This is an optimization exercise on Yosys and OpenROAD, whose aim is small area, not a production implementation. Function was checked by simulation only, so behaviour that the tests miss may differ from the original. The clock port is modelled as an ideal driver, which makes a skipped or thinned clock tree look cheaper than it is; a real chip needs a root buffer or a tree.

before:
// wave_wrapper
module wave_wrapper(
 input clk,
 input rst,
 input enable,
 input [2:0] wave_in_wrapper,
 input [2:0] amp_wrapper,
 input [1:0] dc_wrapper,
 input [1:0] sel_f_wrapper,
 input [1:0] noise_sel,
 input [2:0] noise_amp,
 output [23:0] wave_out
);
==> module wave_wrapper, before the edit <==
module wave_wrapper(
 input clk,
 input rst,
 input enable,
 input [2:0] wave_in_wrapper,
 input [2:0] amp_wrapper,
 input [1:0] dc_wrapper,
 input [1:0] sel_f_wrapper,
 input [1:0] noise_sel,
 input [2:0] noise_amp,
 output [23:0] wave_out
);
 reg  [7:0] dcnt;
 reg        clk_en;
 reg  [7:0] dlast;
 always @(*) begin
  case (sel_f_wrapper)
   2'b00: dlast = 8'h32;
   2'b01: dlast = 8'h02;
   2'b10: dlast = 8'h2A;
   default: dlast = 8'h0A;
  endcase
 end
 wire dfb = dcnt[7] ^ dcnt[4] ^ dcnt[2] ^ dcnt[1] ^ ~(|dcnt[6:0]);
 wire dhit = (dcnt == dlast);
 always @(posedge clk) begin
  dcnt   <= (rst | dhit) ? 8'h85 : {dcnt[6:0], dfb};
  clk_en <= ~rst & dhit;
 end
 reg r1, r2, c1, c2;
 reg [7:0] aqq;
 always @(posedge clk) begin
  r1 <= rst;
  r2 <= r1;
  c1 <= clk_en;
  c2 <= c1;
 end
 wire [7:0] ainc;
 rca #(8) u_ainc (.a(aqq), .b(8'd0), .ci(c2), .s(ainc), .co());
 wire [7:0] aprev = r2 ? 8'd0 : ainc;           
 always @(posedge clk) aqq <= aprev;
 wire [2:0] anow_t;
 rca #(3) u_anow (.a(aprev[7:5]), .b(3'd0), .ci(c1 & (&aprev[4:0])), .s(anow_t), .co());
 wire [2:0] anow = r1 ? 3'd0 : anow_t;          
 reg level;
 reg below;
 always @(*) begin
  case (dc_wrapper)
   2'b00: below = (anow == 3'd0);
   2'b01: below = (anow[2:1] == 2'd0);
   2'b10: below = ~anow[2];
   default: below = ~(anow[2] & anow[1]);
  endcase
 end
 always @(posedge clk) level <= below;
 reg [11:0] step_up;
 reg [15:0] step_dn_neg;
 always @(*) begin
  case (sel_f_wrapper)
   2'b00: begin step_up = 12'd2048; step_dn_neg = 16'hFEDC; end   
   2'b01: begin step_up = 12'd1024; step_dn_neg = 16'hFEAB; end   
   2'b10: begin step_up = 12'd512;  step_dn_neg = 16'hFE00; end   
   default: begin step_up = 12'd341; step_dn_neg = 16'hFC00; end  
  endcase
 end
 reg  [15:0] saw_u;
 wire [15:0] saw_sum;
 rca #(16) u_saw (.a(saw_u), .b(clk_en ? {4'd0, step_up} : 16'd0), .ci(1'b0), .s(saw_sum), .co());
 always @(posedge clk)
  saw_u <= (rst | (clk_en & ~level)) ? 16'd0 : saw_sum;
 wire [15:0] saw = {~saw_u[15], saw_u[14:0]};
 reg  [15:0] trig_u;
 wire [15:0] trig_sum;
 wire        trig_co;
 wire [15:0] trig_step = ~clk_en ? 16'd0 : level ? {4'd0, step_up} : step_dn_neg;
 rca #(16) u_trig (.a(trig_u), .b(trig_step), .ci(1'b0), .s(trig_sum), .co(trig_co));
 wire trig_ovf = clk_en & (level ? trig_co : ~trig_co);
 always @(posedge clk)
  trig_u <= rst ? 16'd0 : trig_ovf ? {16{level}} : trig_sum;
 wire [15:0] trig = {~trig_u[15], trig_u[14:0]};
 wire        sgn = aqq[7];
 wire [5:0]  jneg;
 rca #(6) u_jneg (.a(~aqq[5:0]), .b(6'd0), .ci(1'b1), .s(jneg), .co());
 wire [5:0]  j = aqq[6] ? jneg : aqq[5:0];
 wire        top = aqq[6] & ~(|aqq[5:0]);
 wire [14:0] mq;
 sin_quarter u_sin (.j(j), .m(mq));
 wire [14:0] mag = mq | {15{top}};
 wire [15:0] ecg_sm;
 ecg_table u_ecg (.a(aqq), .q(ecg_sm));
 wire ws0 = (wave_in_wrapper == 3'd0);
 wire ws1 = (wave_in_wrapper == 3'd1);
 wire ws2 = (wave_in_wrapper == 3'd2);
 wire ws3 = (wave_in_wrapper == 3'd3);
 wire ws4 = (wave_in_wrapper == 3'd4);
 wire [15:0] vsel = ({16{ws0}} & {~level, {15{level}}})
                  | ({16{ws1}} & saw)
                  | ({16{ws2}} & trig)
                  | ({16{ws3}} & {1'b0, mag})
                  | ({16{ws4}} & {1'b0, ecg_sm[14:0]});
 wire neg = (ws3 & sgn) | (ws4 & ecg_sm[15]);
 wire [15:0] wave = vsel ^ {16{neg}};
 wire wfill = neg;
 wire wm2 = ~rst & (amp_wrapper == 3'd2);
 wire wm1 = ~rst & (amp_wrapper == 3'd1);
 wire wp1 = ~rst & (amp_wrapper == 3'd3);
 wire wp2 = ~rst & (amp_wrapper == 3'd4);
 wire w0  = ~rst & ~(amp_wrapper == 3'd1 | amp_wrapper == 3'd2 | amp_wrapper == 3'd3 | amp_wrapper == 3'd4);
 wire noff = rst | enable;
 wire nm2 = ~noff & (noise_amp == 3'd2);
 wire nm1 = ~noff & (noise_amp == 3'd1);
 wire np1 = ~noff & (noise_amp == 3'd3);
 wire np2 = ~noff & (noise_amp == 3'd4);
 wire n0  = ~noff & ~(noise_amp == 3'd1 | noise_amp == 3'd2 | noise_amp == 3'd3 | noise_amp == 3'd4);
 wire [17:0] wsc, nsc;
 shifter u_wsh (.x(wave), .fill(wfill), .m2(wm2), .m1(wm1), .z(w0), .p1(wp1), .p2(wp2), .y(wsc));
 reg  [15:0] lfsr;
 shifter u_nsh (.x(lfsr), .fill(1'b0), .m2(nm2), .m1(nm1), .z(n0), .p1(np1), .p2(np2), .y(nsc));
 wire cin = neg & (w0 | wp1 | wp2 | (wm1 & ~vsel[0]) | (wm2 & ~vsel[0] & ~vsel[1]));
 wire [8:0] lo;
 wire       c9;
 rca #(9) u_lo (.a(wsc[8:0]), .b(nsc[8:0]), .ci(cin), .s(lo), .co(c9));
 wire [9:0] hp;
 rca #(10) u_hp (.a({wsc[17], wsc[17:9]}), .b({nsc[17], nsc[17:9]}), .ci(1'b0), .s(hp), .co());
 reg  [8:0] lo_r;
 reg        c9_r;
 reg  [9:0] hp_r;
 always @(posedge clk) begin
  lo_r <= lo;
  c9_r <= c9;
  hp_r <= hp;
 end
 wire [9:0] hi;
 rca #(10) u_hi (.a(hp_r), .b(10'd0), .ci(c9_r), .s(hi), .co());
 assign wave_out = {{5{hi[9]}}, hi, lo_r};
 reg  [15:0] ncnt;
 reg         nen;
 reg  [15:0] nlast;
 always @(*) begin
  case (noise_sel)
   2'b00: nlast = 16'hF801;
   2'b01: nlast = 16'hF809;
   2'b10: nlast = 16'hD085;
   default: nlast = 16'hD885;
  endcase
 end
 wire nfb = ncnt[15] ^ ncnt[11] ^ ncnt[8] ^ ncnt[6] ^ ~(|ncnt[14:0]);
 wire nhit = (ncnt == nlast);
 always @(posedge clk) begin
  ncnt <= (rst | nhit) ? 16'h65C2 : {ncnt[14:0], nfb};
  nen  <= ~rst & nhit;
 end
 always @(posedge clk) begin
  if (rst)
   lfsr <= 16'hAD38;
  else if (nen)
   lfsr <= {lfsr[15] ^ lfsr[13] ^ lfsr[12] ^ lfsr[10], lfsr[15:1]};
 end
endmodule
clock: 10.0 ns
lec_check: 0
abc_area: 1
cap_margin: 20
core_margin: 2
core_utilization: 60
gpl_timing_driven: 0
slew_margin: 20
standard.sh (not shown) runs the stock make flow with config.mk's settings and CLKGATE_MAP_FILE= SYNTH_SCRIPT=/design/flow/synth_recipe.tcl, a recipe that flattens the netlist after the stock synthesis.
==> flow/flow/run.sh <==
#!/bin/bash
# Layout flow: the standard ORFS flow (standard.sh) with these changes,
# made in copies of the ORFS scripts:
#  - synthesis uses flow/abc_area.script as its ABC script (ABC's &deepsyn
#    and area-oriented mapping of the logic between the registers; the
#    registers are the standard synthesis's, untouched).  &deepsyn is
#    randomised: synthesis runs once per seed (NSYN seeds, in parallel, each
#    in its own work folder syn_<seed>/) and the smallest netlist is kept;
#  - port buffers use the smallest buffer cell;
#  - the repairs of max slew and capacitance aim at the limits themselves
#    (no margin) up to clock tree synthesis, and 15% below them after
#    global routing, whose parasitics are closer to the final ones;
#  - the clock tree is built by flow/clock_tree.tcl (four clock buffers,
#    each driving one quarter of the flip-flops) in place of TritonCTS; the
#    rest of the CTS step (timing repair, legalisation) is ORFS's.
# Each make's output goes to a log in this folder (synth_<seed>.log,
# flow_make.log); each ORFS step logs to <work folder>/logs/.
set -euo pipefail
here=$(pwd)
NSYN=4
prep_scripts() {
  rm -rf "$1"
  cp -r "$FLOW_HOME/scripts" "$1"
  sed "s/@SEED@/$2/" "$here/flow/abc_area.script" > "$1/abc_area.script"
  cp "$here/flow/clock_tree.tcl" "$1/clock_tree.tcl"
  grep -q 'log_cmd clock_tree_synthesis {\*}$cts_args' "$1/cts.tcl"
  sed -i 's|log_cmd clock_tree_synthesis {\*}$cts_args|source $::env(SCRIPTS_DIR)/clock_tree.tcl|' "$1/cts.tcl"
}
pids=()
for s in $(seq 1 $NSYN); do
  prep_scripts "$here/scripts_$s" "$s"
  bash standard.sh WORK_HOME="$here/syn_$s" SCRIPTS_DIR="$here/scripts_$s" synth \
    > "$here/synth_$s.log" 2>&1 &
  pids+=($!)
done
for p in "${pids[@]}"; do wait "$p" || true; done
best=""; best_area=""
for s in $(seq 1 $NSYN); do
  rpt="$here/syn_$s/reports/$FLOW_PLATFORM/wave_wrapper/base/synth_stat.txt"
  [[ -f "$here/syn_$s/results/$FLOW_PLATFORM/wave_wrapper/base/1_synth.odb" && -f "$rpt" ]] || continue
  a=$(sed -n "s/.*Chip area for module.*: \([0-9.]*\).*/\1/p" "$rpt" | tail -1)
  echo "seed $s: synthesis area $a" | tee -a "$here/synth_choice.log"
  if [[ -z "$best" ]] || awk -v a="$a" -v b="$best_area" 'BEGIN{exit !(a < b)}'; then
    best=$s; best_area=$a
  fi
done
[[ -n "$best" ]]
echo "kept seed $best ($best_area)" | tee -a "$here/synth_choice.log"
mkdir -p "$here/orfs"
cp -a "$here/syn_$best/." "$here/orfs/"
bash standard.sh SCRIPTS_DIR="$here/scripts_$best" \
  "BUFFER_PORTS_ARGS=-buffer_cell sky130_fd_sc_hd__buf_1" \
  CAP_MARGIN=0 SLEW_MARGIN=0 cts > "$here/flow_make.log" 2>&1
bash standard.sh SCRIPTS_DIR="$here/scripts_$best" \
  "BUFFER_PORTS_ARGS=-buffer_cell sky130_fd_sc_hd__buf_1" \
  CAP_MARGIN=15 SLEW_MARGIN=15 finish >> "$here/flow_make.log" 2>&1
Other scripts of this flow, unchanged in this note and not shown: flow/flow/abc_area.script, flow/flow/clock_tree.tcl
diff inputs: before => after
diff --git a/flow/design.v b/flow/design.v
--- a/flow/design.v
+++ b/flow/design.v
@@ -991,13 +991,13 @@
  input [2:0] noise_amp,
  output [23:0] wave_out
 );
  reg  [7:0] dcnt;
  reg        clk_en;
  reg  [7:0] dlast;
- always @(*) begin
+ always_comb begin
   case (sel_f_wrapper)
    2'b00: dlast = 8'h32;
    2'b01: dlast = 8'h02;
    2'b10: dlast = 8'h2A;
    default: dlast = 8'h0A;
   endcase
@@ -1022,24 +1022,24 @@
  always @(posedge clk) aqq <= aprev;
  wire [2:0] anow_t;
  rca #(3) u_anow (.a(aprev[7:5]), .b(3'd0), .ci(c1 & (&aprev[4:0])), .s(anow_t), .co());
  wire [2:0] anow = r1 ? 3'd0 : anow_t;          
  reg level;
  reg below;
- always @(*) begin
+ always_comb begin
   case (dc_wrapper)
    2'b00: below = (anow == 3'd0);
    2'b01: below = (anow[2:1] == 2'd0);
    2'b10: below = ~anow[2];
    default: below = ~(anow[2] & anow[1]);
   endcase
  end
  always @(posedge clk) level <= below;
  reg [11:0] step_up;
  reg [15:0] step_dn_neg;
- always @(*) begin
+ always_comb begin
   case (sel_f_wrapper)
    2'b00: begin step_up = 12'd2048; step_dn_neg = 16'hFEDC; end   
    2'b01: begin step_up = 12'd1024; step_dn_neg = 16'hFEAB; end   
    2'b10: begin step_up = 12'd512;  step_dn_neg = 16'hFE00; end   
    default: begin step_up = 12'd341; step_dn_neg = 16'hFC00; end  
   endcase
@@ -1114,13 +1114,13 @@
  wire [9:0] hi;
  rca #(10) u_hi (.a(hp_r), .b(10'd0), .ci(c9_r), .s(hi), .co());
  assign wave_out = {{5{hi[9]}}, hi, lo_r};
  reg  [15:0] ncnt;
  reg         nen;
  reg  [15:0] nlast;
- always @(*) begin
+ always_comb begin
   case (noise_sel)
    2'b00: nlast = 16'hF801;
    2'b01: nlast = 16'hF809;
    2'b10: nlast = 16'hD085;
    default: nlast = 16'hD885;
   endcase
## What came out
- From before to after, cell depth of the worst min-delay path did not move at all.
- From after to before, count of vias placed by the detailed router did not move at all.
- Reported for after and before, total number of placement rows turned out identical to the last digit.
- Multi-input gate count came out exactly the same in after and before.
- Count of non-filler cells in the finished layout: after vs before identical
No run of this note takes its clock network from TritonCTS; it comes from the design's own scripts or RTL.

## static timing again, ports no longer ideal
How much do the figures lean on ideal ports? The routed layouts below were timed once more, with nothing changed but the port constraints.
Step 1 assumes that a clkbuf_16 drives the clock port and a buf_2 every other input.
Step 2 also shifts input and output timing later by t, the mid clock arrival at the registers, as if the neighbouring blocks saw the same clock.
a / b / c = no drivers / after step 1 / after step 2; a / b = the first two.
| run | t, ns | setup slack, ns | worst setup path after step 2 |
|---|---|---|---|
| before | 0.239 | 0.562 / 0.562 / 0.562 | register to register |
| after | 0.239 | 0.562 / 0.562 / 0.562 | register to register |
After both steps every run listed still meets setup and hold.
